Context: an optimization exercise on an open-source flow, tuned for small area, a short achievable clock period and few clock cycles per item. The choices shown serve that exercise and are no tape-out recipe. RTL that was checked went through simulation tests only; none was proved equivalent to the original. Function not checked in runs 1 to 5: the RTL went through the layout flow alone. No driver is modelled on the clock port, so clocking that relies on it looks cheaper here than on a real chip.

File: design.v
`timescale 1ns / 1ps
module SquareRoot(outdata,checkflag,clk,rst,start,indata);
 input wire clk;
 input wire rst;
 input wire start;
 input wire [31:0] indata;
 output reg [15:0] outdata;    
 output reg checkflag;
 reg [27:0] x;       
 reg [15:0] r;       
 reg        neg;     
 reg [2:0]  cnt;     
 wire idle = (cnt == 3'd0);
 wire [17:0] sa = {r, x[27:26]} + {outdata ^ {16{~neg}}, 2'b11};
 wire [15:0] qa = {outdata[14:0], ~sa[17]};
 wire [17:0] sum = {sa[15:0], x[25:24]} + {qa ^ {16{~sa[17]}}, 2'b11};
 function [4:0] first2;
    input [3:0] n;
    begin
    case (n)
    4'd0:  first2 = {2'd0, 3'd0};
    4'd1:  first2 = {2'd1, 3'd0};
    4'd2:  first2 = {2'd1, 3'd1};
    4'd3:  first2 = {2'd1, 3'd2};
    4'd4:  first2 = {2'd2, 3'd0};
    4'd5:  first2 = {2'd2, 3'd1};
    4'd6:  first2 = {2'd2, 3'd2};
    4'd7:  first2 = {2'd2, 3'd3};
    4'd8:  first2 = {2'd2, 3'd4};
    4'd9:  first2 = {2'd3, 3'd0};
    4'd10: first2 = {2'd3, 3'd1};
    4'd11: first2 = {2'd3, 3'd2};
    4'd12: first2 = {2'd3, 3'd3};
    4'd13: first2 = {2'd3, 3'd4};
    4'd14: first2 = {2'd3, 3'd5};
    default: first2 = {2'd3, 3'd6};
    endcase
    end
 endfunction
 wire [1:0] q0;
 wire [2:0] r0;
 assign {q0, r0} = first2(indata[31:28]);
 always @(posedge clk) begin
    if (idle) begin
        x   <= indata[27:0];
        r   <= {13'd0, r0};
        neg <= 1'b0;
    end else begin
        x   <= {x[23:0], 4'b0000};
        r   <= sum[15:0];
        neg <= sum[17];
    end
 end
 always @(posedge clk) begin
    if (!idle)
        outdata <= {qa[14:0], ~sum[17]};
    else if (start)
        outdata <= {14'd0, q0};
 end
 always @(posedge clk) begin
    if (rst) begin
        cnt       <= 3'd0;
        checkflag <= 1'b0;
    end else if (start & idle) begin
        cnt       <= 3'd7;
        checkflag <= 1'b0;
    end else if (!idle) begin
        cnt       <= cnt - 3'd1;
        checkflag <= (cnt == 3'd1);
    end
 end
endmodule
File: flow/run.sh
#!/bin/bash
set -euo pipefail
MARGIN=$(cat flow/margin.txt)
bash standard.sh "BUFFER_PORTS_ARGS=-buffer_cell sky130_fd_sc_hd__buf_1" \
  "SETUP_SLACK_MARGIN=$MARGIN" finish > standard.log 2>&1
File: flow/margin.txt
4.6
File: standard.sh
#!/bin/bash
# synth_recipe.tcl (not shown) runs the flow's synth.tcl, then flattens the netlist and writes it again
# the make line also repeats each setting of config.mk as NAME=value (left out here)
make -C /OpenROAD-flow-scripts/flow DESIGN_CONFIG=/design/flow/config.mk WORK_HOME=/design/flow/orfs CLKGATE_MAP_FILE= SYNTH_SCRIPT=/design/flow/synth_recipe.tcl "${@:-finish}"
File: config.mk
export PLATFORM = sky130hd
export DESIGN_NAME = SquareRoot
export DESIGN_NICKNAME = SquareRoot
export VERILOG_FILES = /design/flow/design.v
export SDC_FILE = /design/flow/constraint.sdc
export NUM_CORES = 4
export LEC_CHECK = 0
export CAP_MARGIN = 20
export CORE_MARGIN = 2
export CORE_UTILIZATION = 75
export SETUP_SLACK_MARGIN = 5
export SLEW_MARGIN = 20
File: constraint.sdc
create_clock -name core_clock -period 8.5 [get_ports {clk}]
set_input_delay 1.7000 -clock core_clock [delete_from_list [all_inputs] [get_ports {clk}]]
set_output_delay 1.7000 -clock core_clock [all_outputs]
set_load 0.01 [all_outputs]
==> results of run 1 <==
## per-stage QoR
step           worst slack [ps]  area (µm²)
2_1_floorplan              4260        4050
3_3_place_gp               3330        4230
3_5_place_dp               3130        4230
4_1_cts                    4360        4850
## repair_timing
item,in CTS
pin swaps,35
endpoints found under the setup margin,15
gates cloned,0
buffers inserted,37
gates resized for setup,24
## worst max-delay path by stage
| stage | from | to | slack [ps] | cells past startpoint |
|---|---|---|---|---|
| 3_3_place_gp | neg | outdata[0] | 3330 | 16 |
| 2_1_floorplan | neg | outdata[0] | 4260 | 20 |
| 3_5_place_dp | neg | outdata[0] | 3130 | 16 |
| 4_1_cts | neg | outdata[0] | 4360 | 20 |
## cell families after synthesis
logic type                 count (synthesis)
AOI/OAI and AO/OA                         89
xor gates and xnor gates                  54
adders and majority gates                 39
buffers and inverters                     29
DFF                                       65
muxes                                      1
and+or+nand+nor                          172
==> impl_metrics.xml, run 1 <==
<?xml version="1.0" encoding="UTF-8"?>
<metrics>
  <group name="run_status">
    <metric name="status" unit="">stopped before the end</metric>
    <metric name="failing_step" unit="">5_1_grt</metric>
    <metric name="flow.first_error" unit="">[ERROR DPL-0038] Utilization greater than 100%, impossible to legalize</metric>
  </group>
  <group name="clock_network">
    <metric name="cts_root_buf" unit="">sky130_fd_sc_hd__clkbuf_8</metric>
    <metric name="clock_tree.htree_level_count" unit="">3</metric>
    <metric name="hold_buffers" unit="">0</metric>
    <metric name="clock_sinks" unit="">65</metric>
    <metric name="cts.path.max_buffers" unit="">2</metric>
    <metric name="tritoncts_buffer_count" unit="">9</metric>
  </group>
  <group name="logic_synthesis">
    <metric name="synth_top_cell_area_share" unit="%">24.4</metric>
    <metric name="ys.warnings.count" unit="">1</metric>
    <metric name="synth.most_common_cell" unit="">sky130_fd_sc_hd__nand2_1</metric>
    <metric name="synth.mux.area_fraction" unit="%">0.342</metric>
    <metric name="synth_cells" unit="">449</metric>
    <metric name="synth_compound_gate_area_share" unit="%">16.3</metric>
    <metric name="synth_top_family_by_area" unit="">simple AND/OR/NAND/NOR gates</metric>
    <metric name="synth.cells.most_frequent" unit="">sky130_fd_sc_hd__nand2_1, sky130_fd_sc_hd__dfxtp_1, sky130_fd_sc_hd__ha_1</metric>
    <metric name="post_synth_num_cell_types" unit="">54</metric>
    <metric name="mappedNetlistArea" unit="µm²">4030</metric>
    <metric name="yosys.area_share.xor_xnor" unit="%">11.7</metric>
    <metric name="synth-seq-cells" unit="">65</metric>
    <metric name="synth_fa_ha_area_share" unit="%">12.1</metric>
    <metric name="synth-main-ff-cell" unit="">sky130_fd_sc_hd__dfxtp_1</metric>
    <metric name="post_synth_edffs" unit="">16</metric>
    <metric name="synth_area_leaders" unit="">sky130_fd_sc_hd__dfxtp_1, sky130_fd_sc_hd__ha_1, sky130_fd_sc_hd__edfxtp_1</metric>
    <metric name="synth-seq-area-share" unit="%">36.3</metric>
    <metric name="synth_simple_gate_area_share" unit="%">19.4</metric>
    <metric name="synthesis.area_per_instance" unit="µm²">8.97</metric>
    <metric name="proportion_of_register_bits_with_asynchronous_set_or_reset_after_synthesis" unit="%">0</metric>
    <metric name="yosysTopAreaCell" unit="">sky130_fd_sc_hd__dfxtp_1</metric>
  </group>
  <group name="floorplanning">
    <metric name="floorplan.die.height" unit="µm">77.3</metric>
    <metric name="initial_utilization" unit="%">78.3</metric>
    <metric name="top_level_ports" unit="">52</metric>
    <metric name="rows" unit="">26</metric>
    <metric name="floorplan.die.width" unit="µm">77.3</metric>
  </group>
  <group name="placed_design">
    <metric name="place.port_buffers" unit="">51</metric>
    <metric name="placedCellCount" unit="">557</metric>
    <metric name="routabilityCongestion" unit="">0.939</metric>
    <metric name="dp_hpwl" unit="µm">6180</metric>
  </group>
  <group name="timing">
    <metric name="grt_worst_setup_endpoint" unit="">outdata[0]$_DFFE_PP_/D</metric>
    <metric name="endpoint_type" unit="">register input</metric>
  </group>
  <group name="global_route">
    <metric name="grt_max_degree" unit="">32</metric>
  </group>
</metrics>
==> run 2, diff against run 1 <==
--- a/design.v
+++ b/design.v
@@ -11,9 +11,14 @@
  reg        neg;     
  reg [2:0]  cnt;     
  wire idle = (cnt == 3'd0);
- wire [17:0] sa = {r, x[27:26]} + {outdata ^ {16{~neg}}, 2'b11};
- wire [15:0] qa = {outdata[14:0], ~sa[17]};
- wire [17:0] sum = {sa[15:0], x[25:24]} + {qa ^ {16{~sa[17]}}, 2'b11};
+ wire [15:0] qx = outdata ^ {16{~neg}};
+ wire [17:0] r1 = {r, x[27:26]} + {qx, 2'b11};
+ wire        q1 = ~r1[17];
+ wire [17:0] four_a = {r[13:0], x[27:24]};           
+ wire [17:0] four_b = {qx[13:0], 4'b1100};           
+ wire [17:0] rp = four_a + four_b + {~outdata[14:0], 3'b011};    
+ wire [17:0] rn = four_a + four_b + { outdata[14:0], 3'b011};    
+ wire [17:0] sum = q1 ? rp : rn;
  function [4:0] first2;
     input [3:0] n;
     begin
@@ -53,7 +58,7 @@
  end
  always @(posedge clk) begin
     if (!idle)
-        outdata <= {qa[14:0], ~sum[17]};
+        outdata <= {outdata[13:0], q1, ~sum[17]};
     else if (start)
         outdata <= {14'd0, q0};
  end
==> flow/margin.txt (replaced) <==
5.8
==> impl_metrics.xml, run 2 <==
<?xml version="1.0" encoding="UTF-8"?>
<metrics>
  <group name="run_status">
    <metric name="status" unit="">stopped before the end</metric>
    <metric name="failing_step" unit="">5_1_grt</metric>
    <metric name="flow.first_error" unit="">[ERROR DPL-0038] Utilization greater than 100%, impossible to legalize</metric>
  </group>
  <group name="timing">
    <metric name="grt_worst_setup_endpoint" unit="">r[14]$_SDFF_PP0_/D</metric>
    <metric name="endpoint_type" unit="">register input</metric>
  </group>
  <group name="logic_synthesis">
    <metric name="synth_cells" unit="">449</metric>
    <metric name="synth_fa_ha_area_share" unit="%">12.3</metric>
    <metric name="post_synth_edffs" unit="">16</metric>
    <metric name="yosysTopAreaCell" unit="">sky130_fd_sc_hd__dfxtp_1</metric>
    <metric name="synthesis.area_per_instance" unit="µm²">8.82</metric>
    <metric name="post_synth_num_cell_types" unit="">50</metric>
    <metric name="synth_simple_gate_area_share" unit="%">20.4</metric>
    <metric name="synth_compound_gate_area_share" unit="%">13.8</metric>
    <metric name="synth.most_common_cell" unit="">sky130_fd_sc_hd__nand2_1</metric>
    <metric name="synth.cells.most_frequent" unit="">sky130_fd_sc_hd__nand2_1, sky130_fd_sc_hd__dfxtp_1, sky130_fd_sc_hd__ha_1</metric>
    <metric name="synth-main-ff-cell" unit="">sky130_fd_sc_hd__dfxtp_1</metric>
    <metric name="synth_top_family_by_area" unit="">simple AND/OR/NAND/NOR gates</metric>
    <metric name="synth-seq-cells" unit="">65</metric>
    <metric name="synth_area_leaders" unit="">sky130_fd_sc_hd__dfxtp_1, sky130_fd_sc_hd__ha_1, sky130_fd_sc_hd__edfxtp_1</metric>
    <metric name="yosys.area_share.xor_xnor" unit="%">12.7</metric>
    <metric name="synth-seq-area-share" unit="%">36.9</metric>
    <metric name="synth_top_cell_area_share" unit="%">24.8</metric>
    <metric name="synth.mux.area_fraction" unit="%">0.537</metric>
    <metric name="proportion_of_register_bits_with_asynchronous_set_or_reset_after_synthesis" unit="%">0</metric>
    <metric name="ys.warnings.count" unit="">1</metric>
    <metric name="mappedNetlistArea" unit="µm²">3960</metric>
  </group>
  <group name="clock_network">
    <metric name="clock_tree.htree_level_count" unit="">3</metric>
    <metric name="cts.path.max_buffers" unit="">2</metric>
    <metric name="hold_buffers" unit="">0</metric>
    <metric name="cts_root_buf" unit="">sky130_fd_sc_hd__clkbuf_8</metric>
    <metric name="clock_sinks" unit="">65</metric>
    <metric name="tritoncts_buffer_count" unit="">9</metric>
  </group>
  <group name="floorplanning">
    <metric name="initial_utilization" unit="%">77.6</metric>
    <metric name="rows" unit="">26</metric>
    <metric name="top_level_ports" unit="">52</metric>
    <metric name="floorplan.die.height" unit="µm">76.7</metric>
    <metric name="floorplan.die.width" unit="µm">76.7</metric>
  </group>
  <group name="placed_design">
    <metric name="placed_cell_area" unit="µm²">4220</metric>
    <metric name="dp_hpwl" unit="µm">6310</metric>
    <metric name="place.port_buffers" unit="">51</metric>
    <metric name="routabilityCongestion" unit="">0.918</metric>
  </group>
  <group name="global_route">
    <metric name="grt_max_degree" unit="">47</metric>
  </group>
</metrics>
run 2: cell count changes after synthesis, sizes merged, moves of 4 or more:
cell	before	now
o21a	13	6
xor2	21	26
a21oi	22	28
o211ai	3	7
nor3	11	5
xnor2	33	29
a21o	10	2
nor2	24	32
run 2: cell families after synthesis:
group | count (synthesis)
AND/OR/NAND/NOR | 176
flip-flops | 65
AO/OA/AOI/OAI | 81
XOR/XNOR | 56
adder cells (fa/ha/maj) | 39
buffers and inverters | 30
multiplexers | 2
run 2: worst max-delay path by stage:
stage               startpoint          to  slack (ps)
detailed placement         neg  outdata[0]        3750
floorplan                  neg  outdata[0]        4600
global placement           neg  outdata[0]        4010
CTS                        neg  outdata[0]        4430
run 2: per-stage QoR:
stage                     utilization (%)  setup WS (ps)  hold WS, ps  std cells
after floorplan                         -           4600          399        449
after global placement               82.7           4010          401        558
after detailed placement             82.7           3750          406        558
after CTS                            94.7           4430          427        610
run 2: timing repair:
action                     CTS
buffers inserted            35
gates resized for setup     28
pin swaps                   27
setup endpoints to repair   22
gates cloned                 1
==> run 3, diff against run 2 <==
==> flow/margin.txt (replaced) <==
4.8
--- a/config.mk
+++ b/config.mk
@@ -7,6 +7,6 @@
 export LEC_CHECK = 0
 export CAP_MARGIN = 20
 export CORE_MARGIN = 2
-export CORE_UTILIZATION = 75
+export CORE_UTILIZATION = 50
 export SETUP_SLACK_MARGIN = 5
 export SLEW_MARGIN = 20
==> impl_metrics.xml, run 3 <==
<?xml version="1.0" encoding="UTF-8"?>
<metrics>
  <group name="run_status">
    <metric name="status" unit="">no timing/DRC/antenna violations</metric>
  </group>
  <group name="logic_synthesis">
    <metric name="synth_simple_gate_area_share" unit="%">20.4</metric>
    <metric name="synth.mux.area_fraction" unit="%">0.537</metric>
    <metric name="post_synth_num_cell_types" unit="">50</metric>
    <metric name="synthesis.area_per_instance" unit="µm²">8.82</metric>
    <metric name="yosysTopAreaCell" unit="">sky130_fd_sc_hd__dfxtp_1</metric>
    <metric name="post_synth_edffs" unit="">16</metric>
    <metric name="mappedNetlistArea" unit="µm²">3960</metric>
    <metric name="synth.most_common_cell" unit="">sky130_fd_sc_hd__nand2_1</metric>
    <metric name="synth-seq-area-share" unit="%">36.9</metric>
    <metric name="synth_compound_gate_area_share" unit="%">13.8</metric>
    <metric name="proportion_of_register_bits_with_asynchronous_set_or_reset_after_synthesis" unit="%">0</metric>
    <metric name="synth_cells" unit="">449</metric>
    <metric name="yosys.area_share.xor_xnor" unit="%">12.7</metric>
    <metric name="synth-main-ff-cell" unit="">sky130_fd_sc_hd__dfxtp_1</metric>
    <metric name="synth_top_cell_area_share" unit="%">24.8</metric>
    <metric name="synth_top_family_by_area" unit="">simple AND/OR/NAND/NOR gates</metric>
    <metric name="ys.warnings.count" unit="">1</metric>
    <metric name="synth_area_leaders" unit="">sky130_fd_sc_hd__dfxtp_1, sky130_fd_sc_hd__ha_1, sky130_fd_sc_hd__edfxtp_1</metric>
    <metric name="synth_fa_ha_area_share" unit="%">12.3</metric>
    <metric name="synth-seq-cells" unit="">65</metric>
    <metric name="synth.cells.most_frequent" unit="">sky130_fd_sc_hd__nand2_1, sky130_fd_sc_hd__dfxtp_1, sky130_fd_sc_hd__ha_1</metric>
  </group>
  <group name="timing">
    <metric name="final.setup.tns" unit="ps">0</metric>
    <metric name="slew_viol_final" unit="">0</metric>
    <metric name="timing.slew.headroom" unit="%">66.0</metric>
    <metric name="final.min_clock_period" unit="ps">4060</metric>
    <metric name="final.hold.worst_slack" unit="ps">426</metric>
    <metric name="setup_slack" unit="ps">4440</metric>
    <metric name="worst_pin_slew" unit="ps">507</metric>
    <metric name="final-setup-viol-count" unit="">0</metric>
    <metric name="achievable-frequency" unit="GHz">0.246</metric>
    <metric name="finalHoldViolCount" unit="">0</metric>
    <metric name="min_period_over_period" unit="%">47.8</metric>
    <metric name="finalClockSkew" unit="ps">16.2</metric>
    <metric name="unrepaired_setup_endpoints_after_global_routing" unit="">true</metric>
  </group>
  <group name="worst_setup_path">
    <metric name="slowest_delay" unit="ps">370</metric>
    <metric name="worst_r2r_endpoint" unit="">outdata[0]</metric>
    <metric name="crit_chain" unit="">buf_4 &gt; buf_12 &gt; xnor2_1 &gt; ha_1 &gt; a21oi_1 &gt; o21ai_0 &gt; nor2_1 &gt; o22ai_1 &gt; nor3b_2 &gt; buf_6 &gt; buf_6 &gt; xor2_1 &gt; ha_2 &gt; a21oi_2 &gt; nand3_1 &gt; a31oi_2 &gt; o21ai_2 &gt; nand2b_4 &gt; mux2i_4 &gt; a21oi_2</metric>
    <metric name="critical_path_class" unit="">reg2reg</metric>
    <metric name="crit-reg2reg-launch" unit="">neg</metric>
    <metric name="number_of_cell_instances_on_the_worst_register_to_register_path" unit="">20</metric>
    <metric name="timing.reg2reg.setup_slack" unit="ps">4440</metric>
    <metric name="startpoint_type" unit="">flip-flop</metric>
    <metric name="critical_path_endpoint_category" unit="">flip-flop</metric>
    <metric name="timing.critical_path.fanout_max" unit="">7</metric>
    <metric name="critical-path-slowest-cell" unit="">sky130_fd_sc_hd__dfxtp_4</metric>
    <metric name="worst_ep_required_time" unit="ps">8610</metric>
    <metric name="worstPathArrival" unit="ps">4180</metric>
  </group>
  <group name="global_route">
    <metric name="grt_first_pass_wirelength" unit="µm">14000</metric>
    <metric name="grt-ovfl-total" unit="">0</metric>
    <metric name="antenna_found_initial" unit="">0</metric>
    <metric name="grt_max_degree" unit="">47</metric>
    <metric name="grt_usage" unit="%">20.8</metric>
    <metric name="number_of_global_route_vias_before_repair" unit="">2953</metric>
  </group>
  <group name="layout">
    <metric name="insertedDiodeCount" unit="">0</metric>
    <metric name="area_growth" unit="%">25.3</metric>
    <metric name="final_layout_size_suffix_gt1_share" unit="%">19.1</metric>
    <metric name="leading_cell_types_in_the_layout_fill_and_taps_excluded" unit="">sky130_fd_sc_hd__nand2_1, sky130_fd_sc_hd__buf_1, sky130_fd_sc_hd__dfxtp_1</metric>
    <metric name="utilization" unit="%">64.6</metric>
    <metric name="layout.cells.most_common" unit="">sky130_fd_sc_hd__nand2_1</metric>
    <metric name="largest_reg_flops" unit="">28</metric>
    <metric name="layout.nets" unit="">614</metric>
    <metric name="final_area" unit="µm²">4960</metric>
    <metric name="layout_top_registers" unit="">x x28, outdata x16, r x16</metric>
    <metric name="largest-register" unit="">x</metric>
  </group>
  <group name="clock_network">
    <metric name="cts_root_buf" unit="">sky130_fd_sc_hd__clkbuf_8</metric>
    <metric name="clkLatencyLatePin" unit="ps">360</metric>
    <metric name="clock_tree.htree_level_count" unit="">3</metric>
    <metric name="cts.path.max_buffers" unit="">2</metric>
    <metric name="clock_sinks" unit="">65</metric>
    <metric name="path_clk_slew" unit="ps">90</metric>
    <metric name="tritoncts" unit="">built</metric>
    <metric name="tritoncts_buffer_count" unit="">9</metric>
  </group>
  <group name="floorplanning">
    <metric name="floorplan.die.width" unit="µm">93.0</metric>
    <metric name="floorplan.die.height" unit="µm">93.0</metric>
    <metric name="initial_utilization" unit="%">51.5</metric>
    <metric name="top_level_ports" unit="">52</metric>
    <metric name="die_area" unit="µm²">8650</metric>
    <metric name="core" unit="µm²">7690</metric>
    <metric name="rows" unit="">32</metric>
  </group>
  <group name="flow_run">
    <metric name="drv_cap" unit="">0</metric>
  </group>
  <group name="placed_design">
    <metric name="placed_cell_area" unit="µm²">4260</metric>
    <metric name="place.port_buffers" unit="">51</metric>
    <metric name="dp_hpwl" unit="µm">5910</metric>
    <metric name="routabilityCongestion" unit="">0.849</metric>
    <metric name="place_worst_setup_slack" unit="ps">3780</metric>
  </group>
  <group name="detailed_routing">
    <metric name="avgRoutedWirePerCell" unit="µm">14.3</metric>
    <metric name="drt_wl_total" unit="µm">9260</metric>
    <metric name="detail_route.vias_per_cell" unit="">5.17</metric>
    <metric name="post-route-drc-count" unit="">0</metric>
    <metric name="detail_route.iter0.violations" unit="">140</metric>
    <metric name="routed-via-count" unit="">3343</metric>
    <metric name="post_drt_antenna_nets" unit="">0</metric>
    <metric name="drt_pre_antenna_iters" unit="">4</metric>
  </group>
  <group name="min_path">
    <metric name="worst_hold_launch" unit="">x[1]</metric>
    <metric name="timing.hold.worst_endpoint" unit="">x[5]</metric>
    <metric name="worstHoldPathCells" unit="">2</metric>
    <metric name="worstHoldPathType" unit="">reg2reg</metric>
  </group>
</metrics>
[run 3: cell families (layout without fill, tap and decap cells)]
group,Yosys count,after routing
AO/OA/AOI/OAI,81,81
XOR/XNOR,56,56
adder cells (fa/ha/maj),39,39
buffers and inverters,30,126
flip-flops,65,65
multiplexers,2,2
AND/OR/NAND/NOR,176,176
[run 3: timing repair]
| action | CTS | global route |
|---|---|---|
| hold buffers | 0 | 0 |
| endpoints found under the setup margin | 15 | 12 |
| buffers inserted | 23 | 18 |
| gates resized for setup | 21 | 21 |
| pin swaps | 17 | 22 |
[run 3: final cells by class]
cell class                      instances  area, µm²
Tap cell                              102        128
Clock inverter                          7       82.6
Sequential cell                        65       1470
Inverter                               15       56.3
Fill cell                             683       2720
Timing Repair Buffer                   95        569
Multi-Input combinational cell        354       2540
Clock buffer                            9        124
[run 3: worst max-delay path by stage]
stage | startpoint | endpoint | slack [ps] | depth (start not counted)
after floorplan | neg | outdata[0] | 4600 | 21
after global placement | neg | outdata[0] | 3930 | 18
after detailed placement | neg | outdata[0] | 3780 | 18
after CTS | neg | outdata[0] | 4520 | 19
after global routing | neg | outdata[0] | 4130 | 20
final | neg | outdata[0] | 4440 | 20
[run 3: critical path: cells and delay by family, from the launching register on]
| family | cells | cell delay (ps) |
|---|---|---|
| AND/OR/NAND/NOR | 4 | 640 |
| buffers and inverters | 4 | 580 |
| multiplexers | 1 | 160 |
| adder cells (fa/ha/maj) | 2 | 680 |
| flip-flops | 1 | 370 |
| XOR/XNOR | 2 | 290 |
| AO/OA/AOI/OAI | 7 | 1090 |
[run 3: routing by layer]
layer / global-route usage, % / up-vias / part of all wire (%)
met5: 0 / - / 0
met3: 5.40 / 11 / 4.4
met1: 27.2 / 1556 / 46
li1: - / 1703 / -
met2: 34.2 / 73 / 48
met4: 5.88 / 0 / 1.2
[run 3: per-stage QoR]
step,std cells
3_3_place_gp,590
5_1_grt,647
3_5_place_dp,590
2_1_floorplan,449
4_1_cts,629
6_report,647
==> run 4, diff against run 3 <==
--- a/design.v
+++ b/design.v
@@ -16,8 +16,9 @@
  wire        q1 = ~r1[17];
  wire [17:0] four_a = {r[13:0], x[27:24]};           
  wire [17:0] four_b = {qx[13:0], 4'b1100};           
- wire [17:0] rp = four_a + four_b + {~outdata[14:0], 3'b011};    
- wire [17:0] rn = four_a + four_b + { outdata[14:0], 3'b011};    
+ wire [17:0] rp, rn;
+ add3 addp (.a(four_a), .b(four_b), .c({~outdata[14:0], 3'b011}), .s(rp));   
+ add3 addn (.a(four_a), .b(four_b), .c({ outdata[14:0], 3'b011}), .s(rn));   
  wire [17:0] sum = q1 ? rp : rn;
  function [4:0] first2;
     input [3:0] n;
@@ -75,3 +76,8 @@
     end
  end
 endmodule
+module add3(a, b, c, s);
+ input wire [17:0] a, b, c;
+ output wire [17:0] s;
+ assign s = a + b + c;
+endmodule
==> flow/margin.txt (replaced) <==
5.5
--- a/config.mk
+++ b/config.mk
@@ -10,3 +10,4 @@
 export CORE_UTILIZATION = 50
 export SETUP_SLACK_MARGIN = 5
 export SLEW_MARGIN = 20
+export SYNTH_HIERARCHICAL = 1
==> impl_metrics.xml, run 4 <==
<?xml version="1.0" encoding="UTF-8"?>
<metrics>
  <group name="clock_network">
    <metric name="path_clk_slew" unit="ps">80</metric>
    <metric name="clock_tree.htree_level_count" unit="">3</metric>
    <metric name="clkLatencyLatePin" unit="ps">370</metric>
    <metric name="tritoncts_buffer_count" unit="">9</metric>
    <metric name="cts_root_buf" unit="">sky130_fd_sc_hd__clkbuf_8</metric>
    <metric name="tritoncts" unit="">built</metric>
    <metric name="clock_sinks" unit="">65</metric>
    <metric name="cts.path.max_buffers" unit="">2</metric>
  </group>
  <group name="detailed_routing">
    <metric name="post_drt_antenna_nets" unit="">0</metric>
    <metric name="drt_wl_total" unit="µm">13600</metric>
    <metric name="detail_route.vias_per_cell" unit="">5.46</metric>
    <metric name="avgRoutedWirePerCell" unit="µm">17.0</metric>
    <metric name="routed-via-count" unit="">4374</metric>
    <metric name="drt_pre_antenna_iters" unit="">5</metric>
    <metric name="detail_route.iter0.violations" unit="">242</metric>
    <metric name="post-route-drc-count" unit="">0</metric>
  </group>
  <group name="global_route">
    <metric name="grt_max_degree" unit="">58</metric>
    <metric name="grt-ovfl-total" unit="">0</metric>
    <metric name="number_of_global_route_vias_before_repair" unit="">4303</metric>
    <metric name="antenna_found_initial" unit="">0</metric>
    <metric name="grt_first_pass_wirelength" unit="µm">21100</metric>
    <metric name="grt_usage" unit="%">24.3</metric>
  </group>
  <group name="timing">
    <metric name="final.setup.tns" unit="ps">0</metric>
    <metric name="min_period_over_period" unit="%">36.1</metric>
    <metric name="unrepaired_setup_endpoints_after_global_routing" unit="">true</metric>
    <metric name="final-setup-viol-count" unit="">0</metric>
    <metric name="timing.slew.headroom" unit="%">57.1</metric>
    <metric name="setup_slack" unit="ps">5430</metric>
    <metric name="achievable-frequency" unit="GHz">0.326</metric>
    <metric name="finalHoldViolCount" unit="">0</metric>
    <metric name="finalClockSkew" unit="ps">15.5</metric>
    <metric name="slew_viol_final" unit="">0</metric>
    <metric name="final.min_clock_period" unit="ps">3070</metric>
    <metric name="worst_pin_slew" unit="ps">644</metric>
  </group>
  <group name="floorplanning">
    <metric name="top_level_ports" unit="">52</metric>
    <metric name="rows" unit="">37</metric>
    <metric name="core" unit="µm²">10200</metric>
    <metric name="floorplan.die.width" unit="µm">106</metric>
    <metric name="initial_utilization" unit="%">51.2</metric>
    <metric name="floorplan.die.height" unit="µm">106</metric>
    <metric name="die_area" unit="µm²">11300</metric>
  </group>
  <group name="placed_design">
    <metric name="place_worst_setup_slack" unit="ps">5170</metric>
    <metric name="dp_hpwl" unit="µm">9540</metric>
    <metric name="place.port_buffers" unit="">51</metric>
    <metric name="placedCellCount" unit="">756</metric>
    <metric name="routabilityCongestion" unit="">0.880</metric>
  </group>
  <group name="layout">
    <metric name="largest_reg_flops" unit="">28</metric>
    <metric name="area_growth" unit="%">27.0</metric>
    <metric name="insertedDiodeCount" unit="">0</metric>
    <metric name="largest-register" unit="">x</metric>
    <metric name="layout.cells.most_common" unit="">sky130_fd_sc_hd__nand2_1</metric>
    <metric name="final_layout_size_suffix_gt1_share" unit="%">19.7</metric>
    <metric name="layout.nets" unit="">785</metric>
    <metric name="layout_top_registers" unit="">x x28, outdata x16, r x16</metric>
    <metric name="leading_cell_types_in_the_layout_fill_and_taps_excluded" unit="">sky130_fd_sc_hd__nand2_1, sky130_fd_sc_hd__buf_1, sky130_fd_sc_hd__dfxtp_1</metric>
    <metric name="instances_no_fill" unit="">801</metric>
    <metric name="utilization" unit="%">65.0</metric>
  </group>
  <group name="worst_setup_path">
    <metric name="worst_ep_required_time" unit="ps">8610</metric>
    <metric name="critical_path_class" unit="">reg2reg</metric>
    <metric name="worstPathArrival" unit="ps">3180</metric>
    <metric name="startpoint_type" unit="">flip-flop</metric>
    <metric name="timing.critical_path.fanout_max" unit="">5</metric>
    <metric name="critical_path_endpoint_category" unit="">flip-flop</metric>
  </group>
  <group name="logic_synthesis">
    <metric name="mappedNetlistArea" unit="µm²">5240</metric>
    <metric name="ys.warnings.count" unit="">7</metric>
    <metric name="synth_cells" unit="">571</metric>
    <metric name="synthesis.area_per_instance" unit="µm²">9.17</metric>
  </group>
  <group name="run_status">
    <metric name="status" unit="">no timing/DRC/antenna violations</metric>
  </group>
  <group name="flow_run">
    <metric name="drv_cap" unit="">0</metric>
  </group>
  <group name="min_path">
    <metric name="worstHoldPathType" unit="">reg2reg</metric>
  </group>
</metrics>
-- run 4: final timing paths --
kind	from	to	slack [ps]	cells after the start
setup / recovery	outdata[4]	outdata[0]	5430	12
hold / removal	x[21]	x[25]	420	2
setup reg to reg	outdata[4]	outdata[0]	5430	12
hold reg to reg	x[21]	x[25]	420	2
-- run 4: per-stage QoR --
| step | hold slack (ps) | area [µm²] |
|---|---|---|
| 6_report | 422 | 6650 |
| 5_1_grt | 447 | 6650 |
| 4_1_cts | 433 | 6160 |
| 3_5_place_dp | 415 | 5650 |
| 3_3_place_gp | 406 | 5650 |
| 2_1_floorplan | 399 | 5360 |
-- run 4: layer usage --
| metal | share of wire, % | global-route usage (%) | vias to the layer above |
|---|---|---|---|
| li1 | - | - | 2136 |
| met1 | 42 | 31.5 | 2075 |
| met2 | 50 | 41.3 | 141 |
| met3 | 5.9 | 4.23 | 22 |
| met4 | 2.1 | 7.99 | 0 |
| met5 | 0 | 0 | - |
-- run 4: area by class of cell --
cell class,instances,area (µm²)
inverter,40,150
multi-input combinational,461,4170
tap,136,170
clock inverter,7,76.3
clock buffer,9,124
sequential,65,1470
fill,877,3580
timing repair buffer,83,494
-- run 4: critical path: stages, from the launching register on --
cell and delay [ps]:
sky130_fd_sc_hd__edfxtp_1 520, sky130_fd_sc_hd__xnor2_4 210, sky130_fd_sc_hd__buf_4 150, sky130_fd_sc_hd__fa_2 580, sky130_fd_sc_hd__ha_4 230, sky130_fd_sc_hd__a21oi_2 170
sky130_fd_sc_hd__o211ai_1 170, sky130_fd_sc_hd__a211oi_1 270, sky130_fd_sc_hd__nor2_1 90, sky130_fd_sc_hd__xnor2_1 160, sky130_fd_sc_hd__nand2_1 80, sky130_fd_sc_hd__nor3_2 130
sky130_fd_sc_hd__nor3_1 60
-- run 4: what timing repair did --
item / 4_1_cts / 5_1_grt
gates cloned: 1 / 0
endpoints found under the setup margin: 19 / 18
hold buffers: 0 / 0
endpoints found under the hold margin: 0 / 0
buffers inserted: 11 / 17
resized for setup: 25 / 58
pin swaps: 7 / 31
==> run 5, diff against run 4 <==
==> design.v (replaced) <==
`timescale 1ns / 1ps
module SquareRoot(outdata,checkflag,clk,rst,start,indata);
 input wire clk;
 input wire rst;
 input wire start;
 input wire [31:0] indata;
 output reg [15:0] outdata;    
 output reg checkflag;
 reg [13:0] h;       
 reg [15:0] r;       
 reg        neg;     
 reg        busy;
 reg [6:0]  j;       
 wire late = j[6] & ~j[0];
 wire last = j[6] & ~j[5];       
 wire [15:0] m;
 assign m[1:0] = 2'b11;
 genvar k;
 generate
    for (k = 2; k <= 8; k = k + 1) begin : mlo
        assign m[k] = j[k-2] | late;
    end
    for (k = 9; k <= 14; k = k + 1) begin : mhi
        assign m[k] = late & ~j[k-9];
    end
 endgenerate
 assign m[15] = 1'b0;
 wire [17:0] sum = {r, h[13], outdata[15]} + {(outdata & m) ^ {16{~neg}}, 2'b11};
 function [4:0] first2;
    input [3:0] n;
    begin
    case (n)
    4'd0:  first2 = {2'd0, 3'd0};
    4'd1:  first2 = {2'd1, 3'd0};
    4'd2:  first2 = {2'd1, 3'd1};
    4'd3:  first2 = {2'd1, 3'd2};
    4'd4:  first2 = {2'd2, 3'd0};
    4'd5:  first2 = {2'd2, 3'd1};
    4'd6:  first2 = {2'd2, 3'd2};
    4'd7:  first2 = {2'd2, 3'd3};
    4'd8:  first2 = {2'd2, 3'd4};
    4'd9:  first2 = {2'd3, 3'd0};
    4'd10: first2 = {2'd3, 3'd1};
    4'd11: first2 = {2'd3, 3'd2};
    4'd12: first2 = {2'd3, 3'd3};
    4'd13: first2 = {2'd3, 3'd4};
    4'd14: first2 = {2'd3, 3'd5};
    default: first2 = {2'd3, 3'd6};
    endcase
    end
 endfunction
 wire [1:0] q0;
 wire [2:0] r0;
 assign {q0, r0} = first2(indata[31:28]);
 wire [13:0] hi_in, lo_in;
 generate
    for (k = 0; k < 14; k = k + 1) begin : split
        assign hi_in[k] = indata[2*k+1];
        assign lo_in[k] = indata[2*k];
    end
 endgenerate
 always @(posedge clk) begin
    if (!busy) begin
        h   <= hi_in;
        r   <= {13'd0, r0};
        neg <= 1'b0;
        j   <= 7'd0;
    end else begin
        h   <= {h[12:0], 1'b0};
        r   <= sum[15:0];
        neg <= sum[17];
        j   <= {j[5:0], ~j[6]};
    end
 end
 always @(posedge clk) begin
    if (busy)
        outdata <= {outdata[14:0], ~sum[17]};
    else if (start)
        outdata <= {lo_in, q0};
 end
 always @(posedge clk) begin
    if (rst) begin
        busy      <= 1'b0;
        checkflag <= 1'b0;
    end else if (start & !busy) begin
        busy      <= 1'b1;
        checkflag <= 1'b0;
    end else if (busy & last) begin
        busy      <= 1'b0;
        checkflag <= 1'b1;
    end
 end
endmodule
==> flow/margin.txt (replaced) <==
5.8
--- a/config.mk
+++ b/config.mk
@@ -7,7 +7,6 @@
 export LEC_CHECK = 0
 export CAP_MARGIN = 20
 export CORE_MARGIN = 2
-export CORE_UTILIZATION = 50
+export CORE_UTILIZATION = 75
 export SETUP_SLACK_MARGIN = 5
 export SLEW_MARGIN = 20
-export SYNTH_HIERARCHICAL = 1
==> impl_metrics.xml, run 5 <==
<?xml version="1.0" encoding="UTF-8"?>
<metrics>
  <group name="run_status">
    <metric name="status" unit="">no timing/DRC/antenna violations</metric>
  </group>
  <group name="worst_setup_path">
    <metric name="crit_family" unit="">compound AO/OA/AOI/OAI gates</metric>
    <metric name="worstSetupEndpoint" unit="">r[13]</metric>
    <metric name="timing.reg2reg.setup_slack" unit="ps">5790</metric>
    <metric name="slowest_delay" unit="ps">560</metric>
    <metric name="number_of_buffer_and_inverter_instances_along_the_worst_setup_path" unit="">1</metric>
    <metric name="crit-reg2reg-launch" unit="">neg</metric>
    <metric name="number_of_cell_instances_on_the_worst_register_to_register_path" unit="">8</metric>
    <metric name="worst_ep_required_time" unit="ps">8730</metric>
    <metric name="critPathLaunch" unit="">neg</metric>
    <metric name="startpoint_type" unit="">flip-flop</metric>
    <metric name="critical_path_class" unit="">reg2reg</metric>
    <metric name="timing.critical_path.fanout_max" unit="">17</metric>
    <metric name="worstPathArrival" unit="ps">2940</metric>
    <metric name="crit_chain" unit="">xor2_1 &gt; ha_1 &gt; a21oi_1 &gt; o211a_1 &gt; o41ai_4 &gt; buf_4 &gt; or3_2 &gt; and3_1</metric>
    <metric name="critical-path-slowest-cell" unit="">sky130_fd_sc_hd__dfxtp_4</metric>
    <metric name="critical_path_depth" unit="">8</metric>
    <metric name="critical_path_endpoint_category" unit="">flip-flop</metric>
    <metric name="worst_r2r_endpoint" unit="">r[13]</metric>
  </group>
  <group name="global_route">
    <metric name="grt-ovfl-total" unit="">0</metric>
    <metric name="number_of_global_route_vias_before_repair" unit="">2214</metric>
    <metric name="grt_first_pass_wirelength" unit="µm">10500</metric>
    <metric name="grt_max_degree" unit="">44</metric>
    <metric name="antenna_found_initial" unit="">0</metric>
    <metric name="grt_usage" unit="%">31.1</metric>
  </group>
  <group name="floorplanning">
    <metric name="floorplan.die.height" unit="µm">68.1</metric>
    <metric name="rows" unit="">23</metric>
    <metric name="top_level_ports" unit="">52</metric>
    <metric name="initial_utilization" unit="%">77.7</metric>
    <metric name="core" unit="µm²">3970</metric>
    <metric name="floorplan.die.width" unit="µm">68.1</metric>
    <metric name="die_area" unit="µm²">4640</metric>
  </group>
  <group name="clock_network">
    <metric name="clock_sinks" unit="">56</metric>
    <metric name="clock_tree.htree_level_count" unit="">2</metric>
    <metric name="tritoncts" unit="">built</metric>
    <metric name="cts.path.max_buffers" unit="">2</metric>
    <metric name="hold_buffers" unit="">0</metric>
    <metric name="tritoncts_buffer_count" unit="">5</metric>
    <metric name="clkLatencyLatePin" unit="ps">320</metric>
    <metric name="path_clk_slew" unit="ps">110</metric>
    <metric name="cts_root_buf" unit="">sky130_fd_sc_hd__clkbuf_8</metric>
  </group>
  <group name="timing">
    <metric name="finalHoldViolCount" unit="">0</metric>
    <metric name="slew_viol_final" unit="">0</metric>
    <metric name="finalClockSkew" unit="ps">9.57</metric>
    <metric name="timing.slew.headroom" unit="%">56.5</metric>
    <metric name="unrepaired_setup_endpoints_after_global_routing" unit="">true</metric>
    <metric name="final.min_clock_period" unit="ps">2710</metric>
    <metric name="achievable-frequency" unit="GHz">0.369</metric>
    <metric name="min_period_over_period" unit="%">31.9</metric>
    <metric name="final-setup-viol-count" unit="">0</metric>
    <metric name="final.hold.worst_slack" unit="ps">462</metric>
    <metric name="worst_pin_slew" unit="ps">652</metric>
    <metric name="final.setup.tns" unit="ps">0</metric>
  </group>
  <group name="min_path">
    <metric name="worstHoldPathCells" unit="">1</metric>
    <metric name="worstHoldPathType" unit="">reg2reg</metric>
    <metric name="worst_hold_launch" unit="">h[9]</metric>
  </group>
  <group name="logic_synthesis">
    <metric name="synthesis.area_per_instance" unit="µm²">10.2</metric>
    <metric name="mappedNetlistArea" unit="µm²">3080</metric>
    <metric name="post_synth_num_cell_types" unit="">45</metric>
    <metric name="post_synth_edffs" unit="">16</metric>
    <metric name="yosysTopAreaCell" unit="">sky130_fd_sc_hd__dfxtp_1</metric>
    <metric name="synth-seq-cells" unit="">56</metric>
    <metric name="synth-seq-area-share" unit="%">41.5</metric>
    <metric name="synth_area_leaders" unit="">sky130_fd_sc_hd__dfxtp_1, sky130_fd_sc_hd__edfxtp_1, sky130_fd_sc_hd__mux2_2</metric>
    <metric name="synth.most_common_cell" unit="">sky130_fd_sc_hd__dfxtp_1</metric>
    <metric name="synth_top_cell_area_share" unit="%">26.0</metric>
    <metric name="proportion_of_register_bits_with_asynchronous_set_or_reset_after_synthesis" unit="%">0</metric>
    <metric name="ys.warnings.count" unit="">1</metric>
    <metric name="synth_cells" unit="">301</metric>
    <metric name="synth-main-ff-cell" unit="">sky130_fd_sc_hd__dfxtp_1</metric>
    <metric name="synth.cells.most_frequent" unit="">sky130_fd_sc_hd__dfxtp_1, sky130_fd_sc_hd__mux2_2, sky130_fd_sc_hd__ha_1</metric>
  </group>
  <group name="placed_design">
    <metric name="routabilityCongestion" unit="">0.896</metric>
    <metric name="placedCellCount" unit="">388</metric>
    <metric name="placed_cell_area" unit="µm²">3310</metric>
    <metric name="dp_hpwl" unit="µm">4840</metric>
    <metric name="place.port_buffers" unit="">51</metric>
  </group>
  <group name="detailed_routing">
    <metric name="routed-via-count" unit="">2534</metric>
    <metric name="post_drt_antenna_nets" unit="">0</metric>
    <metric name="drt_pre_antenna_iters" unit="">5</metric>
    <metric name="post-route-drc-count" unit="">0</metric>
    <metric name="avgRoutedWirePerCell" unit="µm">18.3</metric>
    <metric name="drt_wl_total" unit="µm">7430</metric>
    <metric name="detail_route.iter0.violations" unit="">194</metric>
    <metric name="detail_route.vias_per_cell" unit="">6.26</metric>
  </group>
  <group name="layout">
    <metric name="layout.nets" unit="">411</metric>
    <metric name="leading_cell_types_in_the_layout_fill_and_taps_excluded" unit="">sky130_fd_sc_hd__buf_1, sky130_fd_sc_hd__dfxtp_1, sky130_fd_sc_hd__mux2_2</metric>
    <metric name="instances_no_fill" unit="">405</metric>
    <metric name="layout_top_registers" unit="">outdata x16, r x16, h x14</metric>
    <metric name="insertedDiodeCount" unit="">0</metric>
    <metric name="final_layout_size_suffix_gt1_share" unit="%">20.8</metric>
    <metric name="layout.filler_cells" unit="">179</metric>
    <metric name="area.sequential" unit="µm²">1290</metric>
    <metric name="layout.cells.most_common" unit="">sky130_fd_sc_hd__buf_1</metric>
    <metric name="area_of_the_multi_input_gates" unit="µm²">1810</metric>
    <metric name="final_area" unit="µm²">3560</metric>
    <metric name="area_growth" unit="%">15.4</metric>
  </group>
  <group name="flow_run">
    <metric name="drv_cap" unit="">0</metric>
  </group>
</metrics>
[run 5: cell count changes in the layout (fill, tap and decap cells not counted), moves of 19 or more]
cell	delta
sky130_fd_sc_hd__nand2_1	-69
sky130_fd_sc_hd__fa_1	-33
sky130_fd_sc_hd__inv_1	-32
sky130_fd_sc_hd__a21oi_1	-28
sky130_fd_sc_hd__mux2_2	+28
sky130_fd_sc_hd__buf_4	-19
[run 5: kinds of logic (layout without fill, tap and decap cells)]
| family | after synthesis | count (layout) | synth area share, % |
|---|---|---|---|
| AO/OA/AOI/OAI | 57 | 57 | 12.0 |
| XOR/XNOR | 25 | 25 | 7.10 |
| adder cells (fa/ha/maj) | 22 | 22 | 8.92 |
| buffers and inverters | 25 | 78 | 3.16 |
| flip-flops | 56 | 56 | 41.5 |
| multiplexers | 36 | 36 | 12.8 |
| AND/OR/NAND/NOR | 80 | 81 | 14.5 |
[run 5: per-stage QoR]
stage / worst slack (ps) / utilization [%]
CTS: 5820 / 87.1
global placement: 5460 / 83.4
finish: 5790 / 89.6
global route: 5700 / 89.6
floorplan: 5800 / -
detailed placement: 5270 / 83.4
[run 5: layer usage]
metal  track usage [%]  wire length, µm  up-vias
met5                 0                0        -
met4              11.3              227        0
met3              7.57              439       26
met2              53.9             3780      119
met1              37.3             2980     1208
li1                  -                -     1181
[run 5: worst register-to-register path, stage by stage, from the launching register on]
cell and delay, ps:
sky130_fd_sc_hd__dfxtp_4 560, sky130_fd_sc_hd__xor2_1 250, sky130_fd_sc_hd__ha_1 370, sky130_fd_sc_hd__a21oi_1 340, sky130_fd_sc_hd__o211a_1 270, sky130_fd_sc_hd__o41ai_4 100
sky130_fd_sc_hd__buf_4 170, sky130_fd_sc_hd__or3_2 400, sky130_fd_sc_hd__and3_1 170
[run 5: layout make-up]
class                   count  share of cell area (%)
multi-input cells         221                    50.9
flip-flops and latches     56                    36.3
repair buffers             60                    7.31
clock buffers               5                    1.93
well taps                  50                    1.76
inverters                  10                    1.13
clock inverters             3                   0.668
[run 5: timing repair]
item / CTS / global route
pin swaps: 2 / 9
setup endpoints to repair: 10 / 1
endpoints found under the hold margin: 0 / 0
setup buffers: 2 / 6
cloned: 1 / 0
resized for setup: 11 / 16
[run 5: how the worst min path moves through the flow]
stage,to,slack (ps)
finish,h[10],460
CTS,h[10],470
global route,j[0],480
detailed placement,h[10],440
global placement,h[1],430
floorplan,h[10],430
==> run 6, diff against run 5 <==
--- a/design.v
+++ b/design.v
@@ -11,7 +11,7 @@
  reg        neg;     
  reg        busy;
  reg [6:0]  j;       
- wire late = j[6] & ~j[0];
+ reg        late;    
  wire last = j[6] & ~j[5];       
  wire [15:0] m;
  assign m[1:0] = 2'b11;
@@ -65,11 +65,13 @@
         r   <= {13'd0, r0};
         neg <= 1'b0;
         j   <= 7'd0;
+        late <= 1'b0;
     end else begin
         h   <= {h[12:0], 1'b0};
         r   <= sum[15:0];
         neg <= sum[17];
         j   <= {j[5:0], ~j[6]};
+        late <= j[6] & (j[0] | j[5]);    
     end
  end
  always @(posedge clk) begin
==> impl_metrics.xml, run 6 <==
<?xml version="1.0" encoding="UTF-8"?>
<metrics>
  <group name="run_status">
    <metric name="status" unit="">no timing/DRC/antenna violations</metric>
  </group>
  <group name="worst_setup_path">
    <metric name="critical_path_class" unit="">reg2out</metric>
    <metric name="number_of_buffer_and_inverter_instances_along_the_worst_setup_path" unit="">1</metric>
    <metric name="critical_path_endpoint_category" unit="">primary output</metric>
    <metric name="number_of_cell_instances_on_the_worst_register_to_register_path" unit="">9</metric>
    <metric name="worstPathArrival" unit="ps">980</metric>
    <metric name="worst_ep_required_time" unit="ps">6800</metric>
    <metric name="slowest_delay" unit="ps">460</metric>
    <metric name="critical_path_depth" unit="">1</metric>
    <metric name="startpoint_type" unit="">flip-flop</metric>
    <metric name="timing.critical_path.fanout_max" unit="">4</metric>
    <metric name="critical-path-slowest-cell" unit="">sky130_fd_sc_hd__edfxtp_1</metric>
    <metric name="crit_chain" unit="">buf_1</metric>
    <metric name="crit_family" unit="">flip-flops</metric>
  </group>
  <group name="placed_design">
    <metric name="place.port_buffers" unit="">51</metric>
    <metric name="placedCellCount" unit="">370</metric>
    <metric name="place_worst_setup_slack" unit="ps">5630</metric>
    <metric name="dp_hpwl" unit="µm">4920</metric>
    <metric name="routabilityCongestion" unit="">0.878</metric>
    <metric name="placed_cell_area" unit="µm²">3210</metric>
  </group>
  <group name="layout">
    <metric name="insertedDiodeCount" unit="">0</metric>
    <metric name="area_growth" unit="%">15.6</metric>
    <metric name="final_layout_size_suffix_gt1_share" unit="%">16.2</metric>
    <metric name="leading_cell_types_in_the_layout_fill_and_taps_excluded" unit="">sky130_fd_sc_hd__buf_1, sky130_fd_sc_hd__dfxtp_1, sky130_fd_sc_hd__mux2_2</metric>
    <metric name="instances_no_fill" unit="">388</metric>
    <metric name="utilization" unit="%">92.7</metric>
    <metric name="layout.cells.most_common" unit="">sky130_fd_sc_hd__buf_1</metric>
    <metric name="layout_top_registers" unit="">outdata x16, r x16, h x14</metric>
    <metric name="layout.nets" unit="">392</metric>
    <metric name="final_area" unit="µm²">3470</metric>
  </group>
  <group name="global_route">
    <metric name="grt_first_pass_wirelength" unit="µm">11400</metric>
    <metric name="grt_usage" unit="%">35.6</metric>
    <metric name="antenna_found_initial" unit="">0</metric>
    <metric name="grt_max_degree" unit="">51</metric>
    <metric name="grt-ovfl-total" unit="">0</metric>
    <metric name="number_of_global_route_vias_before_repair" unit="">2410</metric>
  </group>
  <group name="logic_synthesis">
    <metric name="synth_top_cell_area_share" unit="%">27.3</metric>
    <metric name="post_synth_num_cell_types" unit="">41</metric>
    <metric name="synth_fa_ha_area_share" unit="%">9.17</metric>
    <metric name="synthesis.area_per_instance" unit="µm²">10.6</metric>
    <metric name="mappedNetlistArea" unit="µm²">3000</metric>
    <metric name="synth.mux.area_fraction" unit="%">12.5</metric>
    <metric name="yosys.area_share.xor_xnor" unit="%">7.87</metric>
    <metric name="synth_simple_gate_area_share" unit="%">13.5</metric>
    <metric name="synth_top_family_by_area" unit="">simple AND/OR/NAND/NOR gates</metric>
    <metric name="yosysTopAreaCell" unit="">sky130_fd_sc_hd__dfxtp_1</metric>
    <metric name="synth_area_leaders" unit="">sky130_fd_sc_hd__dfxtp_1, sky130_fd_sc_hd__edfxtp_1, sky130_fd_sc_hd__mux2_2</metric>
    <metric name="synth.most_common_cell" unit="">sky130_fd_sc_hd__dfxtp_1</metric>
    <metric name="ys.warnings.count" unit="">1</metric>
    <metric name="synth-seq-cells" unit="">57</metric>
    <metric name="synth_cells" unit="">282</metric>
    <metric name="proportion_of_register_bits_with_asynchronous_set_or_reset_after_synthesis" unit="%">0</metric>
    <metric name="synth_compound_gate_area_share" unit="%">11.0</metric>
    <metric name="synth-seq-area-share" unit="%">43.3</metric>
    <metric name="post_synth_edffs" unit="">16</metric>
    <metric name="synth.cells.most_frequent" unit="">sky130_fd_sc_hd__dfxtp_1, sky130_fd_sc_hd__mux2_2, sky130_fd_sc_hd__ha_1</metric>
    <metric name="synth-main-ff-cell" unit="">sky130_fd_sc_hd__dfxtp_1</metric>
  </group>
  <group name="timing">
    <metric name="finalHoldViolCount" unit="">0</metric>
    <metric name="achievable-frequency" unit="GHz">0.374</metric>
    <metric name="setup_slack" unit="ps">5820</metric>
    <metric name="slew_viol_final" unit="">0</metric>
    <metric name="final.min_clock_period" unit="ps">2680</metric>
    <metric name="finalClockSkew" unit="ps">6.82</metric>
    <metric name="unrepaired_setup_endpoints_after_global_routing" unit="">false</metric>
    <metric name="timing.slew.headroom" unit="%">56.2</metric>
    <metric name="final.setup.tns" unit="ps">0</metric>
    <metric name="worst_pin_slew" unit="ps">656</metric>
    <metric name="final-setup-viol-count" unit="">0</metric>
    <metric name="min_period_over_period" unit="%">31.5</metric>
  </group>
  <group name="clock_network">
    <metric name="cts.path.max_buffers" unit="">2</metric>
    <metric name="clock_sinks" unit="">57</metric>
    <metric name="clock_tree.htree_level_count" unit="">3</metric>
    <metric name="cts_root_buf" unit="">sky130_fd_sc_hd__clkbuf_8</metric>
    <metric name="tritoncts_buffer_count" unit="">9</metric>
    <metric name="clkLatencyLatePin" unit="ps">350</metric>
    <metric name="tritoncts" unit="">built</metric>
    <metric name="path_clk_slew" unit="ps">70</metric>
  </group>
  <group name="floorplanning">
    <metric name="rows" unit="">22</metric>
    <metric name="initial_utilization" unit="%">80.2</metric>
    <metric name="die_area" unit="µm²">4530</metric>
    <metric name="top_level_ports" unit="">52</metric>
    <metric name="floorplan.die.height" unit="µm">67.3</metric>
    <metric name="core" unit="µm²">3740</metric>
    <metric name="floorplan.die.width" unit="µm">67.3</metric>
  </group>
  <group name="detailed_routing">
    <metric name="drt_pre_antenna_iters" unit="">5</metric>
    <metric name="drt_wl_total" unit="µm">7920</metric>
    <metric name="post-route-drc-count" unit="">0</metric>
    <metric name="routed-via-count" unit="">2450</metric>
    <metric name="avgRoutedWirePerCell" unit="µm">20.4</metric>
    <metric name="post_drt_antenna_nets" unit="">0</metric>
    <metric name="detail_route.iter0.violations" unit="">308</metric>
    <metric name="detail_route.vias_per_cell" unit="">6.31</metric>
  </group>
  <group name="flow_run">
    <metric name="drv_cap" unit="">0</metric>
  </group>
  <group name="min_path">
    <metric name="worstHoldPathType" unit="">reg2reg</metric>
    <metric name="worstHoldPathCells" unit="">1</metric>
  </group>
</metrics>
-- run 6: changes by cell type after synthesis, sizes merged, moves of 4 or more --
cell,previous run,this run
a21o,1,6
and2,12,18
nand2,22,14
nand3,7,2
nor2,6,10
o211ai,6,2
-- run 6: what timing repair did --
item	4_1_cts	5_1_grt
gates resized for setup	3	11
hold buffers	0	0
pin swaps	0	0
endpoints found under the setup margin	6	7
setup buffers	0	2
hold endpoints to repair	0	0
-- run 6: per-layer routing --
metal | global-route usage [%] | routed length (µm)
met2 | 60.3 | 4040
met4 | 23.2 | 208
met1 | 39.7 | 3140
met3 | 9.00 | 534
met5 | 0 | 0
-- run 6: stage by stage --
step                hold WS, ps
finish                      457
global route                471
CTS                         455
detailed placement          444
global placement            436
floorplan                   423
-- run 6: final timing paths --
path	start	to	slack (ps)
min	h[12]	h[13]	460
min reg2reg	h[12]	h[13]	460
max	outdata[15]	outdata[15]	5820
max reg2reg	late	outdata[0]	5850
-- run 6: logic make-up after synthesis --
family / count (synthesis)
simple gates: 71
flops: 57
compound gates: 51
mux: 34
xor+xnor: 27
fa+ha+maj: 22
buf+inv: 20
-- run 6: layout make-up --
type | instances | area, µm²
inverter | 8 | 30.0
fill | 130 | 273
multi-input combinational | 205 | 1630
clock buffer | 12 | 176
clock inverter | 4 | 47.5
tap | 48 | 60.1
sequential | 57 | 1310
timing repair buffer | 54 | 214
Testbench counts of run 6, summed over its fixed seeds: cycles 30,720, ops 2,048.
==> run 7, diff against run 6 <==
==> flow/run.sh (replaced) <==
#!/bin/bash
set -euo pipefail
MARGIN=$(cat flow/margin.txt)
CTS=$(cat flow/cts_args.txt)
bash standard.sh "BUFFER_PORTS_ARGS=-buffer_cell sky130_fd_sc_hd__buf_1" \
  "SETUP_SLACK_MARGIN=$MARGIN" "CTS_ARGS=$CTS" finish > standard.log 2>&1
==> flow/cts_args.txt (new file) <==
-sink_clustering_enable -repair_clock_nets -dont_use_dummy_load
==> impl_metrics.xml, run 7 <==
<?xml version="1.0" encoding="UTF-8"?>
<metrics>
  <group name="run_status">
    <metric name="status" unit="">no timing/DRC/antenna violations</metric>
  </group>
  <group name="placed_design">
    <metric name="placedCellCount" unit="">370</metric>
    <metric name="dp_hpwl" unit="µm">4920</metric>
    <metric name="routabilityCongestion" unit="">0.878</metric>
    <metric name="place.port_buffers" unit="">51</metric>
    <metric name="place_worst_setup_slack" unit="ps">5630</metric>
    <metric name="placed_cell_area" unit="µm²">3210</metric>
  </group>
  <group name="worst_setup_path">
    <metric name="critPathLaunch" unit="">outdata[0]</metric>
    <metric name="worst_ep_required_time" unit="ps">6800</metric>
    <metric name="crit-reg2reg-launch" unit="">late</metric>
    <metric name="critical_path_class" unit="">reg2out</metric>
    <metric name="worstSetupEndpoint" unit="">outdata[0]</metric>
    <metric name="timing.critical_path.fanout_max" unit="">3</metric>
    <metric name="critical_path_depth" unit="">1</metric>
    <metric name="worstPathArrival" unit="ps">980</metric>
    <metric name="startpoint_type" unit="">flip-flop</metric>
    <metric name="number_of_buffer_and_inverter_instances_along_the_worst_setup_path" unit="">1</metric>
    <metric name="worst_r2r_endpoint" unit="">outdata[0]</metric>
    <metric name="critical_path_endpoint_category" unit="">primary output</metric>
    <metric name="slowest_delay" unit="ps">470</metric>
    <metric name="timing.reg2reg.setup_slack" unit="ps">5880</metric>
    <metric name="crit_family" unit="">flip-flops</metric>
    <metric name="critical-path-slowest-cell" unit="">sky130_fd_sc_hd__edfxtp_1</metric>
    <metric name="crit_chain" unit="">buf_1</metric>
    <metric name="number_of_cell_instances_on_the_worst_register_to_register_path" unit="">9</metric>
  </group>
  <group name="detailed_routing">
    <metric name="detail_route.vias_per_cell" unit="">6.15</metric>
    <metric name="post-route-drc-count" unit="">0</metric>
    <metric name="avgRoutedWirePerCell" unit="µm">18.7</metric>
    <metric name="post_drt_antenna_nets" unit="">0</metric>
    <metric name="detail_route.iter0.violations" unit="">214</metric>
    <metric name="routed-via-count" unit="">2331</metric>
    <metric name="drt_pre_antenna_iters" unit="">4</metric>
    <metric name="drt_wl_total" unit="µm">7080</metric>
  </group>
  <group name="floorplanning">
    <metric name="floorplan.die.height" unit="µm">67.3</metric>
    <metric name="core" unit="µm²">3740</metric>
    <metric name="initial_utilization" unit="%">80.2</metric>
    <metric name="floorplan.die.width" unit="µm">67.3</metric>
    <metric name="die_area" unit="µm²">4530</metric>
    <metric name="top_level_ports" unit="">52</metric>
    <metric name="rows" unit="">22</metric>
  </group>
  <group name="layout">
    <metric name="area_growth" unit="%">11.7</metric>
    <metric name="final_layout_size_suffix_gt1_share" unit="%">14.8</metric>
    <metric name="layout.filler_cells" unit="">171</metric>
    <metric name="final_area" unit="µm²">3350</metric>
    <metric name="leading_cell_types_in_the_layout_fill_and_taps_excluded" unit="">sky130_fd_sc_hd__buf_1, sky130_fd_sc_hd__dfxtp_1, sky130_fd_sc_hd__mux2_2</metric>
    <metric name="insertedDiodeCount" unit="">0</metric>
    <metric name="layout_top_registers" unit="">outdata x16, r x16, h x14</metric>
    <metric name="instances_no_fill" unit="">379</metric>
    <metric name="layout.nets" unit="">390</metric>
    <metric name="layout.cells.most_common" unit="">sky130_fd_sc_hd__buf_1</metric>
  </group>
  <group name="clock_network">
    <metric name="tritoncts" unit="">built</metric>
    <metric name="cts.path.max_buffers" unit="">2</metric>
    <metric name="hold_buffers" unit="">0</metric>
    <metric name="clkLatencyLatePin" unit="ps">340</metric>
    <metric name="tritoncts_buffer_count" unit="">9</metric>
    <metric name="clock_tree.htree_level_count" unit="">3</metric>
    <metric name="cts_root_buf" unit="">sky130_fd_sc_hd__clkbuf_8</metric>
    <metric name="path_clk_slew" unit="ps">50</metric>
    <metric name="clock_sinks" unit="">57</metric>
  </group>
  <group name="logic_synthesis">
    <metric name="synth-seq-area-share" unit="%">43.3</metric>
    <metric name="yosysTopAreaCell" unit="">sky130_fd_sc_hd__dfxtp_1</metric>
    <metric name="synth_top_cell_area_share" unit="%">27.3</metric>
    <metric name="synth_cells" unit="">282</metric>
    <metric name="synth.most_common_cell" unit="">sky130_fd_sc_hd__dfxtp_1</metric>
    <metric name="mappedNetlistArea" unit="µm²">3000</metric>
    <metric name="synth-main-ff-cell" unit="">sky130_fd_sc_hd__dfxtp_1</metric>
    <metric name="proportion_of_register_bits_with_asynchronous_set_or_reset_after_synthesis" unit="%">0</metric>
    <metric name="synth-seq-cells" unit="">57</metric>
    <metric name="post_synth_num_cell_types" unit="">41</metric>
    <metric name="ys.warnings.count" unit="">1</metric>
    <metric name="post_synth_edffs" unit="">16</metric>
    <metric name="synthesis.area_per_instance" unit="µm²">10.6</metric>
    <metric name="synth_area_leaders" unit="">sky130_fd_sc_hd__dfxtp_1, sky130_fd_sc_hd__edfxtp_1, sky130_fd_sc_hd__mux2_2</metric>
    <metric name="synth.cells.most_frequent" unit="">sky130_fd_sc_hd__dfxtp_1, sky130_fd_sc_hd__mux2_2, sky130_fd_sc_hd__ha_1</metric>
  </group>
  <group name="timing">
    <metric name="final-setup-viol-count" unit="">0</metric>
    <metric name="worst_pin_slew" unit="ps">644</metric>
    <metric name="achievable-frequency" unit="GHz">0.374</metric>
    <metric name="finalClockSkew" unit="ps">17.9</metric>
    <metric name="final.min_clock_period" unit="ps">2680</metric>
    <metric name="unrepaired_setup_endpoints_after_global_routing" unit="">false</metric>
    <metric name="setup_slack" unit="ps">5820</metric>
    <metric name="final.setup.tns" unit="ps">0</metric>
    <metric name="timing.slew.headroom" unit="%">57.0</metric>
    <metric name="min_period_over_period" unit="%">31.5</metric>
    <metric name="slew_viol_final" unit="">0</metric>
    <metric name="finalHoldViolCount" unit="">0</metric>
  </group>
  <group name="global_route">
    <metric name="grt_usage" unit="%">35.6</metric>
    <metric name="grt-ovfl-total" unit="">0</metric>
    <metric name="number_of_global_route_vias_before_repair" unit="">2433</metric>
    <metric name="grt_first_pass_wirelength" unit="µm">11400</metric>
    <metric name="antenna_found_initial" unit="">0</metric>
    <metric name="grt_max_degree" unit="">51</metric>
  </group>
  <group name="min_path">
    <metric name="worstHoldPathType" unit="">reg2reg</metric>
    <metric name="worst_hold_launch" unit="">h[12]</metric>
  </group>
  <group name="flow_run">
    <metric name="drv_cap" unit="">0</metric>
  </group>
</metrics>
==> run 7: cell types whose count changed in the layout (fill, tap and decap cells not counted), sizes merged <==
cell      previous run  this run
bufinv               1         0
clkinvlp             1         0
clkbuf              12         9
buf                 54        52
clkinv               2         0
==> run 7: kinds of logic (layout without fill, tap and decap cells) <==
logic type / count (synthesis) / count (layout) / synth area share [%]
adders and majority gates: 22 / 22 / 9.17
buffers and inverters: 20 / 69 / 2.71
and+or+nand+nor: 71 / 71 / 13.5
xor gates and xnor gates: 27 / 27 / 7.88
DFF: 57 / 57 / 43.3
muxes: 34 / 34 / 12.5
AOI/OAI and AO/OA: 51 / 51 / 11.0
==> run 7: metrics by stage <==
step | hold slack, ps | util, %
floorplan | 423 | -
global placement | 436 | 85.8
detailed placement | 444 | 85.8
CTS | 456 | 89.2
global route | 467 | 89.6
finish | 454 | 89.6
==> run 7: layer usage <==
layer	track usage, %	vias up	share of wire, %
met5	0	-	0
met4	23.2	0	3.8
met3	9.50	29	7.1
met2	60.8	110	50
met1	39.0	1101	39
li1	-	1091	-
==> run 7: cell type report <==
class	instances	area, µm²	area share [%]
well taps	48	60.1	1.79
multi-input cells	205	1630	48.6
clock buffers	9	124	3.69
inverters	8	30.0	0.895
flip-flops and latches	57	1310	39.1
repair buffers	52	199	5.93
==> run 7: worst min path at each step <==
stage / slack (ps) / to / cells after the start
4_1_cts: 460 / h[13] / 1
3_5_place_dp: 440 / h[13] / 1
5_1_grt: 470 / h[9] / 1
3_3_place_gp: 440 / h[3] / 1
2_1_floorplan: 420 / j[0] / 1
6_report: 450 / h[13] / 1
==> run 7: repair_timing <==
action                                  in CTS  in global routing
gates resized for setup                      2                 12
cloned                                       0                  0
setup buffers                                0                  0
endpoints found under the setup margin       6                  6

static timing again, ports no longer ideal:
The results above use ideal ports. As a check the final layouts listed here were re-extracted and re-timed, cells and wires unchanged.
Step 1 sets driving cells, clkbuf_16 on the clock port and buf_2 on the other inputs (assumed; they add their load-dependent delay and slew).
Step 2, shift: input delay + t, output delay - t, t = (earliest + latest rising clock arrival at the registers) / 2. This alone moves slack from input paths to output paths.
Three values: ideal, step 1, step 2; two values: the first two.
| run | t (ns) | slack for setup (ns) | worst hold slack (ns) |
|---|---|---|---|
| run 3 | 0.383 | 4.435 / 4.435 / 4.435 | 0.426 / 0.426 / 0.426 |
| run 4 | 0.394 | 5.429 / 5.429 / 5.429 | 0.422 / 0.422 / 0.422 |
| run 5 | 0.344 | 5.789 / 5.789 / 5.517 | 0.462 / 0.462 / 0.462 |
| run 6 | 0.369 | 5.825 / 5.797 / 5.701 | 0.457 / 0.457 / 0.457 |
| run 7 | 0.364 | 5.824 / 5.796 / 5.688 | 0.454 / 0.454 / 0.454 |
After both steps every run listed still meets setup and hold. The setup slack of run 5, which loses most, moves by 0.000 ns with the drivers and by -0.272 ns with both steps.
